Context: an optimization exercise on an open-source flow, tuned for small area and a short achievable clock period. The choices shown serve that exercise and are no tape-out recipe. At most, simulation tests tie the RTL to the original design; equivalence was not proved. No activity file was given, so power comes from the tool's default toggle rates.

== north ==
Design fp_add, start of the top module:
module fp_add #(
    parameter pDATA_WIDTH = 64,
    parameter pEXP_WIDTH  = 11,
    parameter pFRAC_WIDTH = 52
) (
    input  [(pDATA_WIDTH-1):0] in_A,
    input  [(pDATA_WIDTH-1):0] in_B,
    input                      clk,
    input                      rst_n,
    input                      in_valid,
    output [(pDATA_WIDTH-1):0] result,
    output                     out_valid
);
clock: 12.5 ns
lec_check: 0
abc_area: 1
cap_margin: 20
core_margin: 2
core_utilization: 60
place_density: 0.75
slew_margin: 20
standard.sh (not shown) runs the stock make flow with config.mk's settings and CLKGATE_MAP_FILE= SYNTH_SCRIPT=/design/flow/synth_recipe.tcl, a recipe that flattens the netlist after the stock synthesis.
==> flow/flow/run.sh <==
#!/bin/bash
bash standard.sh ADDER_MAP_FILE= SETUP_SLACK_MARGIN=9.05 \
  "CTS_ARGS=-sink_clustering_enable -repair_clock_nets -sink_clustering_size 16 -sink_clustering_max_diameter 60 -dont_use_dummy_load -buf_list sky130_fd_sc_hd__clkbuf_8 -root_buf sky130_fd_sc_hd__clkbuf_16" \
  POST_GLOBAL_PLACE_TCL=$PWD/flow/post_gpl.tcl "BUFFER_PORTS_ARGS=-buffer_cell sky130_fd_sc_hd__buf_1" finish > standard.log 2>&1
==> flow/flow/post_gpl.tcl <==
# POST_GLOBAL_PLACE hook: every port got a buf_1 buffer (BUFFER_PORTS_ARGS); make the
# output ports' buffers buf_2, which drive the output load faster.
foreach port [get_ports -filter "direction == output"] {
  set net [get_nets [get_full_name $port]]
  foreach pin [get_pins -of_objects $net -filter "direction == output"] {
    set inst [get_cells -of_objects $pin]
    if {[get_property $inst ref_name] eq "sky130_fd_sc_hd__buf_1"} {
      replace_cell $inst sky130_fd_sc_hd__buf_2
    }
  }
}
north closes out successfully: all stages finished, all timing, DRC and antenna checks passed.
Changes in south relative to north:
==> flow/flow/run.sh <==
#!/bin/bash
bash standard.sh ADDER_MAP_FILE= SETUP_SLACK_MARGIN=8.95 \
  "CTS_ARGS=-sink_clustering_enable -repair_clock_nets -sink_clustering_size 16 -sink_clustering_max_diameter 60 -dont_use_dummy_load -buf_list sky130_fd_sc_hd__clkbuf_8 -root_buf sky130_fd_sc_hd__clkbuf_16" \
  POST_GLOBAL_PLACE_TCL=$PWD/flow/post_gpl.tcl "BUFFER_PORTS_ARGS=-buffer_cell sky130_fd_sc_hd__buf_1" finish > standard.log 2>&1
Results
- Biggest cell delay along the critical path delta for south relative to north: 0.04 ns lower
- Against north as the reference, south delivers a lower count of clock-buffer cells in the layout.
- Detailed route, south vs north: via total lower for south
- south: sequential share of layout area is 0.34 points higher than what north reported.
- Delta (south minus north): design area lower, overall power of the completed layout lower, total stage count of the critical path roughly the same, number of ordinary and repair buffers in the finished layout lower.
- south vs north, area occupied by multi-input gates went up by about 0.36%.
- south vs north: number of antenna violations at the first check in global routing down
- On final worst slack, south and north are basically level.

fp_add again, from the RTL that the note above started with.
Settings: LEC_CHECK=0, ABC_AREA=1, CAP_MARGIN=20, CORE_MARGIN=2, CORE_UTILIZATION=60, PLACE_DENSITY=0.75, SLEW_MARGIN=20; clock period 12.5 ns.
==> flow/flow/run.sh <==
#!/bin/bash
bash standard.sh ADDER_MAP_FILE= SETUP_SLACK_MARGIN=8.9 \
  "CTS_ARGS=-sink_clustering_enable -repair_clock_nets -sink_clustering_size 16 -sink_clustering_max_diameter 60 -dont_use_dummy_load -buf_list sky130_fd_sc_hd__clkbuf_8 -root_buf sky130_fd_sc_hd__clkbuf_16" \
  POST_GLOBAL_PLACE_TCL=$PWD/flow/post_gpl.tcl "BUFFER_PORTS_ARGS=-buffer_cell sky130_fd_sc_hd__buf_1" finish > standard.log 2>&1
Scripts as last shown in full above: flow/flow/post_gpl.tcl
The first run ran to the end with no violations.
==> next run, changes <==
==> flow/flow/run.sh (replaced) <==
#!/bin/bash
# The standard layout (standard.sh), with these changes:
#  - timing repair aimed below the clock period (SETUP_SLACK_MARGIN);
#  - clock tree: sink clusters of at most 16 flip-flops, clkbuf_8 below a clkbuf_16 root;
#  - port buffers: buf_1 on every port (BUFFER_PORTS_ARGS), then flow/post_gpl.tcl makes the
#    output ports' buffers buf_2.
# standard.sh's make output goes to standard.log; each step's full log is under orfs/logs.
bash standard.sh ADDER_MAP_FILE= SETUP_SLACK_MARGIN=8.95 \
  "CTS_ARGS=-sink_clustering_enable -repair_clock_nets -sink_clustering_size 16 -sink_clustering_max_diameter 60 -dont_use_dummy_load -buf_list sky130_fd_sc_hd__clkbuf_8 -root_buf sky130_fd_sc_hd__clkbuf_16" \
  POST_GLOBAL_PLACE_TCL=$PWD/flow/post_gpl.tcl "BUFFER_PORTS_ARGS=-buffer_cell sky130_fd_sc_hd__buf_1" finish > standard.log 2>&1
What happened: The changed run ran to the end with no violations. Synthesized area does not change. Routed wire length goes down by 2.3%. Core utilization stays flat. Worst hold slack degrades by 23 ps. Worst setup slack improves by 13 ps. Design area stays flat. Cell count barely changes.
==> next run, changes <==
==> flow/flow/run.sh (replaced) <==
#!/bin/bash
bash standard.sh ADDER_MAP_FILE= SETUP_SLACK_MARGIN=9.0 \
  "CTS_ARGS=-sink_clustering_enable -repair_clock_nets -sink_clustering_size 16 -sink_clustering_max_diameter 60 -dont_use_dummy_load -buf_list sky130_fd_sc_hd__clkbuf_8 -root_buf sky130_fd_sc_hd__clkbuf_16" \
  POST_GLOBAL_PLACE_TCL=$PWD/flow/post_gpl.tcl "BUFFER_PORTS_ARGS=-buffer_cell sky130_fd_sc_hd__buf_1" finish > standard.log 2>&1
Result: The new run went through all stages and came out clean; maximum frequency falls by 0.55%; worst setup slack loses 20 ps; global-route usage barely changes; wire length rose by about 1.4%; final cell count stays flat; sequential power barely changes; die area does not change; clock power stays flat.
==> next run, changes <==
==> flow/flow/run.sh (replaced) <==
#!/bin/bash
bash standard.sh ADDER_MAP_FILE= SETUP_SLACK_MARGIN=8.9 \
  "CTS_ARGS=-sink_clustering_enable -repair_clock_nets -sink_clustering_size 14 -sink_clustering_max_diameter 50 -balance_levels -dont_use_dummy_load -buf_list sky130_fd_sc_hd__clkbuf_8 -root_buf sky130_fd_sc_hd__clkbuf_16" \
  POST_GLOBAL_PLACE_TCL=$PWD/flow/post_gpl.tcl "BUFFER_PORTS_ARGS=-buffer_cell sky130_fd_sc_hd__buf_1" finish > standard.log 2>&1
Settings changed: PLACE_DENSITY 0.75 to not set.
Setup slack gains 8.8 ps.
Non-clock buffer count is lower by 4.
Design area shrinks by 0.76%.
Via count barely changes.
Hold slack gains 10 ps.
Utilization goes down by 0.51 points.
Clock power increases by 13%.
Routed wire length rose by 2.4%.
Sequential power barely changes.
Global-route usage rises by 1.4 points.
==> next run, changes <==
==> flow/flow/run.sh (replaced) <==
#!/bin/bash
bash standard.sh ADDER_MAP_FILE= SETUP_SLACK_MARGIN=8.9 \
  "CTS_ARGS=-sink_clustering_enable -repair_clock_nets -sink_clustering_size 16 -sink_clustering_max_diameter 60 -dont_use_dummy_load -buf_list sky130_fd_sc_hd__clkbuf_8 -root_buf sky130_fd_sc_hd__clkbuf_16" \
  POST_GLOBAL_PLACE_TCL=$PWD/flow/post_gpl.tcl "BUFFER_PORTS_ARGS=-buffer_cell sky130_fd_sc_hd__buf_1" finish > standard.log 2>&1
Settings changed: CORE_UTILIZATION 60 to 65, PLACE_DENSITY set to 0.8.
What happened: Final cell count decreases by 1.5%; power goes down by 2.3%; wire length came out lower by 2.1%; critical path depth stays the same; setup slack is worse by 22 ps.
==> next run, changes <==
Settings changed: CORE_UTILIZATION 65 to 60, PLACE_DENSITY 0.8 to not set.
Result:
- via count came out lower by 0.32%
- count of clock-buffer cells in the layout came out higher by 3
- synthesized area is unchanged
- routed wire length came out higher by 1.8%
- global-route usage came out lower by 2.7 points
- worst setup slack gains 9.3 ps
- maximum frequency is about the same
- cell count came out higher by about 1.3%
- combinational power stays flat

fp_add, a different RTL version from the one above (not shown whole).
Size: roughly 3900 cells after synthesis, roughly 480 flip-flops, roughly 200 I/O pins, roughly 0.026 mm² of cells after synthesis.
Settings: LEC_CHECK=0, ABC_AREA=1, CAP_MARGIN=20, CORE_MARGIN=2, CORE_UTILIZATION=50, SLEW_MARGIN=20; clock period 12.5 ns.
==> flow/flow/run.sh <==
#!/bin/bash
# The standard layout (standard.sh) with these changes:
#  - synthesis: synth_recipe.tcl with flow/map.abc as ABC's script (delay-constrained area
#    mapping), and without the full/half-adder extraction step (ADDER_MAP_FILE empty);
#  - timing repair aimed well below the clock period (SETUP_SLACK_MARGIN);
#  - larger clock-tree sink clusters; port buffers of type buf_2.
{ head -n 1 synth_recipe.tcl; cat flow/abc_override.tcl; tail -n +2 synth_recipe.tcl; } > synth_custom.tcl
export FLOW_ABC_SCRIPT=$PWD/flow/map.abc
bash standard.sh SYNTH_SCRIPT=$PWD/synth_custom.tcl ADDER_MAP_FILE= SETUP_SLACK_MARGIN=9.2 \
  "CTS_ARGS=-sink_clustering_enable -repair_clock_nets -sink_clustering_size 24 -sink_clustering_max_diameter 80" \
  "BUFFER_PORTS_ARGS=-buffer_cell sky130_fd_sc_hd__buf_2" finish > standard.log 2>&1
==> flow/flow/abc_override.tcl <==
# Use map.abc (in the flow folder) as the ABC script of the standard synthesis.
proc abc {args} {
  set i [lsearch -exact $args -script]
  if {$i >= 0} { lset args [expr {$i + 1}] $::env(FLOW_ABC_SCRIPT) }
  yosys abc {*}$args
}
==> flow/flow/map.abc <==
strash
dch
map -D 2000
topo
stime -c
buffer -c
upsize -c -D 2000
dnsize -c -D 2000
Edit:
--- a/flow/flow/run.sh
+++ b/flow/flow/run.sh
@@ -6,5 +6,4 @@
 #  - larger clock-tree sink clusters; port buffers of type buf_2.
 { head -n 1 synth_recipe.tcl; cat flow/abc_override.tcl; tail -n +2 synth_recipe.tcl; } > synth_custom.tcl
-export FLOW_ABC_SCRIPT=$PWD/flow/map.abc
 bash standard.sh SYNTH_SCRIPT=$PWD/synth_custom.tcl ADDER_MAP_FILE= SETUP_SLACK_MARGIN=9.2 \
   "CTS_ARGS=-sink_clustering_enable -repair_clock_nets -sink_clustering_size 24 -sink_clustering_max_diameter 80" \
==> flow/flow/abc_override.tcl (replaced) <==
# Use flow/map.abc as the ABC script of the standard synthesis (everything else unchanged).
proc abc {args} {
  set i [lsearch -exact $args -script]
  if {$i >= 0} { lset args [expr {$i + 1}] [file normalize flow/map.abc] }
  yosys abc {*}$args
}
==> flow/flow/map.abc (replaced) <==
strash
dch
map -D 2500
topo
stime -c
buffer -c
upsize -c -D 2500
dnsize -c -D 2500
Effect:
- The new run failed in synthesis
Edit:
==> flow/flow/run.sh (replaced) <==
#!/bin/bash
# The standard layout (standard.sh) with these changes:
#  - timing repair aimed well below the clock period (SETUP_SLACK_MARGIN);
#  - larger clock-tree sink clusters; port buffers of type buf_2.
bash standard.sh ADDER_MAP_FILE= SETUP_SLACK_MARGIN=9.2 CTS_CLUSTER_SIZE=30 CTS_CLUSTER_DIAMETER=100 \
  "BUFFER_PORTS_ARGS=-buffer_cell sky130_fd_sc_hd__buf_2" finish > standard.log 2>&1
removed: flow/flow/abc_override.tcl
removed: flow/flow/map.abc
What happened: The new run completed without violations.
Edit:
==> flow/flow/run.sh (replaced) <==
#!/bin/bash
# The standard layout (standard.sh) with these changes:
#  - synthesis: synth_recipe.tcl with flow/map.abc as ABC's script (delay-constrained area
#    mapping), and without the full/half-adder extraction step (ADDER_MAP_FILE empty);
#  - timing repair aimed well below the clock period (SETUP_SLACK_MARGIN);
#  - larger clock-tree sink clusters; port buffers of type buf_2.
{ head -n 1 synth_recipe.tcl; cat flow/abc_override.tcl; tail -n +2 synth_recipe.tcl; } > synth_custom.tcl
export FLOW_ABC_SCRIPT=$PWD/flow/map.abc
bash standard.sh SYNTH_SCRIPT=$PWD/synth_custom.tcl ADDER_MAP_FILE= SETUP_SLACK_MARGIN=9.2 \
  "CTS_ARGS=-sink_clustering_enable -repair_clock_nets -sink_clustering_size 24 -sink_clustering_max_diameter 80" \
  "BUFFER_PORTS_ARGS=-buffer_cell sky130_fd_sc_hd__buf_2" finish > standard.log 2>&1
==> flow/flow/abc_override.tcl (new file) <==
# Use map.abc (in the flow folder) as the ABC script of the standard synthesis.
proc abc {args} {
  set i [lsearch -exact $args -script]
  if {$i >= 0} { lset args [expr {$i + 1}] $::env(FLOW_ABC_SCRIPT) }
  yosys abc {*}$args
}
==> flow/flow/map.abc (new file) <==
strash
dch
map -D 2500
topo
stime -c
buffer -c
upsize -c -D 2500
dnsize -c -D 2500
- CORE_UTILIZATION: 50 -> 60
Effect: The new run died in global routing, error GRT-0232. Synthesized cell count fell by 15%. Synthesized area fell by about 7%.
Edit:
--- a/flow/flow/run.sh
+++ b/flow/flow/run.sh
@@ -6,5 +6,4 @@
 #  - larger clock-tree sink clusters; port buffers of type buf_2.
 { head -n 1 synth_recipe.tcl; cat flow/abc_override.tcl; tail -n +2 synth_recipe.tcl; } > synth_custom.tcl
-export FLOW_ABC_SCRIPT=$PWD/flow/map.abc
 bash standard.sh SYNTH_SCRIPT=$PWD/synth_custom.tcl ADDER_MAP_FILE= SETUP_SLACK_MARGIN=9.2 \
   "CTS_ARGS=-sink_clustering_enable -repair_clock_nets -sink_clustering_size 24 -sink_clustering_max_diameter 80" \
==> flow/flow/abc_override.tcl (replaced) <==
# Use flow/map.abc as the ABC script of the standard synthesis (everything else unchanged).
proc abc {args} {
  set i [lsearch -exact $args -script]
  if {$i >= 0} { lset args [expr {$i + 1}] [file normalize flow/map.abc] }
  yosys abc {*}$args
}
==> flow/flow/map.abc (replaced) <==
strash
dch
map -D 2000
topo
stime -c
buffer -c
upsize -c -D 2000
dnsize -c -D 2000
- CORE_UTILIZATION: 60 -> 50
Effect:
- This time the run failed in synthesis
No functional check of the RTL was part of any run of this note.

Setup of job 1043:
Another version of the RTL of fp_add (not shown whole).
Size: about 4,100 cells after synthesis, ~480 flip-flops, ~200 I/O pins.
clock: 12.5 ns
lec_check: 0
abc_area: 1
cap_margin: 20
core_margin: 2
core_utilization: 60
gpl_routability_driven: 0
place_density: 0.7
slew_margin: 20
==> flow/flow/run.sh <==
#!/bin/bash
bash standard.sh ADDER_MAP_FILE= SETUP_SLACK_MARGIN=8.9 \
  "CTS_ARGS=-sink_clustering_enable -repair_clock_nets -sink_clustering_size 16 -sink_clustering_max_diameter 60 -dont_use_dummy_load -buf_list sky130_fd_sc_hd__clkbuf_8 -root_buf sky130_fd_sc_hd__clkbuf_16" \
  "BUFFER_PORTS_ARGS=-buffer_cell sky130_fd_sc_hd__buf_2" finish > standard.log 2>&1
Input-level comparison between job 2237 and job 1043:
==> flow/flow/run.sh <==
#!/bin/bash
# The standard layout (standard.sh) with these changes:
#  - timing repair aimed below the clock period (SETUP_SLACK_MARGIN);
#  - clock tree with sink clusters of at most 24; port buffers of type buf_2.
{ head -n 1 synth_recipe.tcl; cat flow/abc_override.tcl; tail -n +2 synth_recipe.tcl; } > synth_custom.tcl
export FLOW_ABC_SCRIPT=$PWD/flow/map.abc
bash standard.sh SYNTH_SCRIPT=$PWD/synth_custom.tcl ADDER_MAP_FILE= SETUP_SLACK_MARGIN=8.9 \
  "CTS_ARGS=-sink_clustering_enable -repair_clock_nets -sink_clustering_size 24 -sink_clustering_max_diameter 80 -dont_use_dummy_load" \
  "BUFFER_PORTS_ARGS=-buffer_cell sky130_fd_sc_hd__buf_2" finish > standard.log 2>&1
==> flow/flow/abc_override.tcl (new file) <==
# Use map.abc (in the flow folder) as the ABC script of the standard synthesis.
proc abc {args} {
  set i [lsearch -exact $args -script]
  if {$i >= 0} { lset args [expr {$i + 1}] $::env(FLOW_ABC_SCRIPT) }
  yosys abc {*}$args
}
==> flow/flow/map.abc (new file) <==
strash
balance
rewrite
refactor
balance
rewrite
rewrite -z
balance
refactor -z
rewrite -z
balance
dch
map -B 0.9
topo
stime -c
buffer -c
upsize -c
dnsize -c
-- flow/config.mk --
<<< job 1043, line 11
export CORE_UTILIZATION = 60
export GPL_ROUTABILITY_DRIVEN = 0
export PLACE_DENSITY = 0.7
export SLEW_MARGIN = 20
>>> job 2237, line 11
export CORE_UTILIZATION = 60
export SLEW_MARGIN = 20
Findings:
- Job 2237 | stages: all done | timing, DRC, antenna: all pass
- Changes observed in job 2237 relative to job 1043: post-layout worst setup margin dropped 0.046 ns; hold slack climbed 0.060 ns; power climbed 0.17 mW.
Relative to job 2237, the following input files were edited for job 1378:
==> flow/flow/run.sh <==
#!/bin/bash
bash standard.sh ADDER_MAP_FILE= SETUP_SLACK_MARGIN=8.95 \
  "CTS_ARGS=-sink_clustering_enable -repair_clock_nets -sink_clustering_size 24 -sink_clustering_max_diameter 80 -dont_use_dummy_load" \
  "BUFFER_PORTS_ARGS=-buffer_cell sky130_fd_sc_hd__buf_2" finish > standard.log 2>&1
-- flow/config.mk --
<<< job 2237, line 10
export CORE_MARGIN = 2
export CORE_UTILIZATION = 60
export SLEW_MARGIN = 20
>>> job 1378, line 10
export CORE_MARGIN = 2
export CORE_UTILIZATION = 65
export SLEW_MARGIN = 20
removed: flow/flow/abc_override.tcl
removed: flow/flow/map.abc
### Flow results
Looking at per-instance average area after synthesis, job 1378 sits 0.037 um2 above job 2237.
First-pass detailed-route iteration total is higher on job 1378
Total of fill cells in the finished design (job 1378 over job 2237): decrease, 537
Diff job 1378 and job 2237: combinational fraction of design power higher in job 2237
[inputs] job 3601 vs job 1378
-- flow/config.mk --
<<< job 1378, line 10
export CORE_MARGIN = 2
export CORE_UTILIZATION = 65
export SLEW_MARGIN = 20
>>> job 3601, line 10
export CORE_MARGIN = 2
export CORE_UTILIZATION = 50
export SLEW_MARGIN = 20
--- outcome ---
Job 3601 leaves more setup margin than job 1378. Combinational fraction of design power of job 1378 is on par with job 3601. Diff job 3601 and job 1378: non-clock buffer count in the final layout higher in job 1378.
What job 9528 does differently from job 3601 at the input level:
==> flow/flow/run.sh <==
#!/bin/bash
bash standard.sh ADDER_MAP_FILE= SETUP_SLACK_MARGIN=8.9 \
  "CTS_ARGS=-sink_clustering_enable -repair_clock_nets -sink_clustering_size 14 -sink_clustering_max_diameter 50 -balance_levels -dont_use_dummy_load -buf_list sky130_fd_sc_hd__clkbuf_8 -root_buf sky130_fd_sc_hd__clkbuf_16" \
  POST_GLOBAL_PLACE_TCL=$PWD/flow/post_gpl.tcl "BUFFER_PORTS_ARGS=-buffer_cell sky130_fd_sc_hd__buf_1" finish > standard.log 2>&1
==> flow/flow/post_gpl.tcl (new file) <==
# POST_GLOBAL_PLACE hook: every port got a buf_1 buffer (BUFFER_PORTS_ARGS); make the
# output ports' buffers buf_2, which drive the output load faster.
foreach port [get_ports -filter "direction == output"] {
  set net [get_nets [get_full_name $port]]
  foreach pin [get_pins -of_objects $net -filter "direction == output"] {
    set inst [get_cells -of_objects $pin]
    if {[get_property $inst ref_name] eq "sky130_fd_sc_hd__buf_1"} {
      replace_cell $inst sky130_fd_sc_hd__buf_2
    }
  }
}
-- flow/config.mk --
<<< job 3601, line 10
export CORE_MARGIN = 2
export CORE_UTILIZATION = 50
export SLEW_MARGIN = 20
>>> job 9528, line 10
export CORE_MARGIN = 2
export CORE_UTILIZATION = 60
export SLEW_MARGIN = 20
Results
From job 3601 to job 9528 the numbers moved as follows: max-slew headroom at the worst pin increased 3.2 points; detailed placer's ending HPWL lower; standard-cell row count went down by 8.3%; relative contribution of combinational cells to total power now smaller.

separate check: timing with driven ports:
No port has a modelled driver above. Below, the same layouts with a new extraction and two added sets of constraints.
Step 1: set_driving_cell puts a clkbuf_16 on clk and a buf_2 on each other input, an assumption about the parent block.
Step 2 adds t to the input delays and takes it off the output delays; t is the mean of the earliest and latest rising clock arrival at the registers after step 1. Input paths then give back, and output paths get back, about the clock's delay inside the block.
a / b / c = ideal / step 1 / step 2; a / b = the first two.
| run | t, ns | setup slack, ns | worst setup path after step 2 | clock arrival spread, ns |
|---|---|---|---|---|
| north | 0.579 | 8.991 / 8.935 / 8.556 | input to register | 0.075 / 0.075 |
| south | 0.584 | 8.993 / 8.932 / 8.508 | input to register | 0.078 / 0.078 |
| the first run of note 2 | 0.584 | 8.980 / 8.922 / 8.464 | input to register | 0.075 / 0.076 |
| the second run of note 2 | 0.584 | 8.993 / 8.932 / 8.508 | input to register | 0.078 / 0.078 |
| the third run of note 2 | 0.584 | 8.973 / 8.914 / 8.506 | input to register | 0.078 / 0.078 |
| the fourth run of note 2 | 0.613 | 8.982 / 8.922 / 8.514 | input to register | 0.065 / 0.065 |
| the fifth run of note 2 | 0.586 | 8.960 / 8.903 / 8.523 | input to register | 0.062 / 0.062 |
| the sixth run of note 2 | 0.601 | 8.969 / 8.910 / 8.499 | input to register | 0.060 / 0.060 |
| the first run of note 3 | 0.690 | 8.412 / 8.412 / 8.412 | register to register | 0.047 / 0.047 |
| the third run of note 3 | 0.655 | 8.890 / 8.827 / 8.365 | input to register | 0.042 / 0.041 |
| job 1043 | 0.585 | 8.945 / 8.890 / 8.497 | input to register | 0.073 / 0.073 |
| job 2237 | 0.641 | 8.899 / 8.840 / 8.376 | input to register | 0.061 / 0.061 |
| job 1378 | 0.649 | 8.871 / 8.813 / 8.468 | input to register | 0.068 / 0.068 |
| job 3601 | 0.648 | 8.878 / 8.816 / 8.428 | input to register | 0.088 / 0.088 |
| job 9528 | 0.591 | 8.932 / 8.873 / 8.501 | input to register | 0.057 / 0.056 |
After both steps every run listed still meets setup and hold. For the third run of note 3, which loses most, drivers alone change the setup slack by -0.063 ns; drivers and shift together by -0.525 ns.
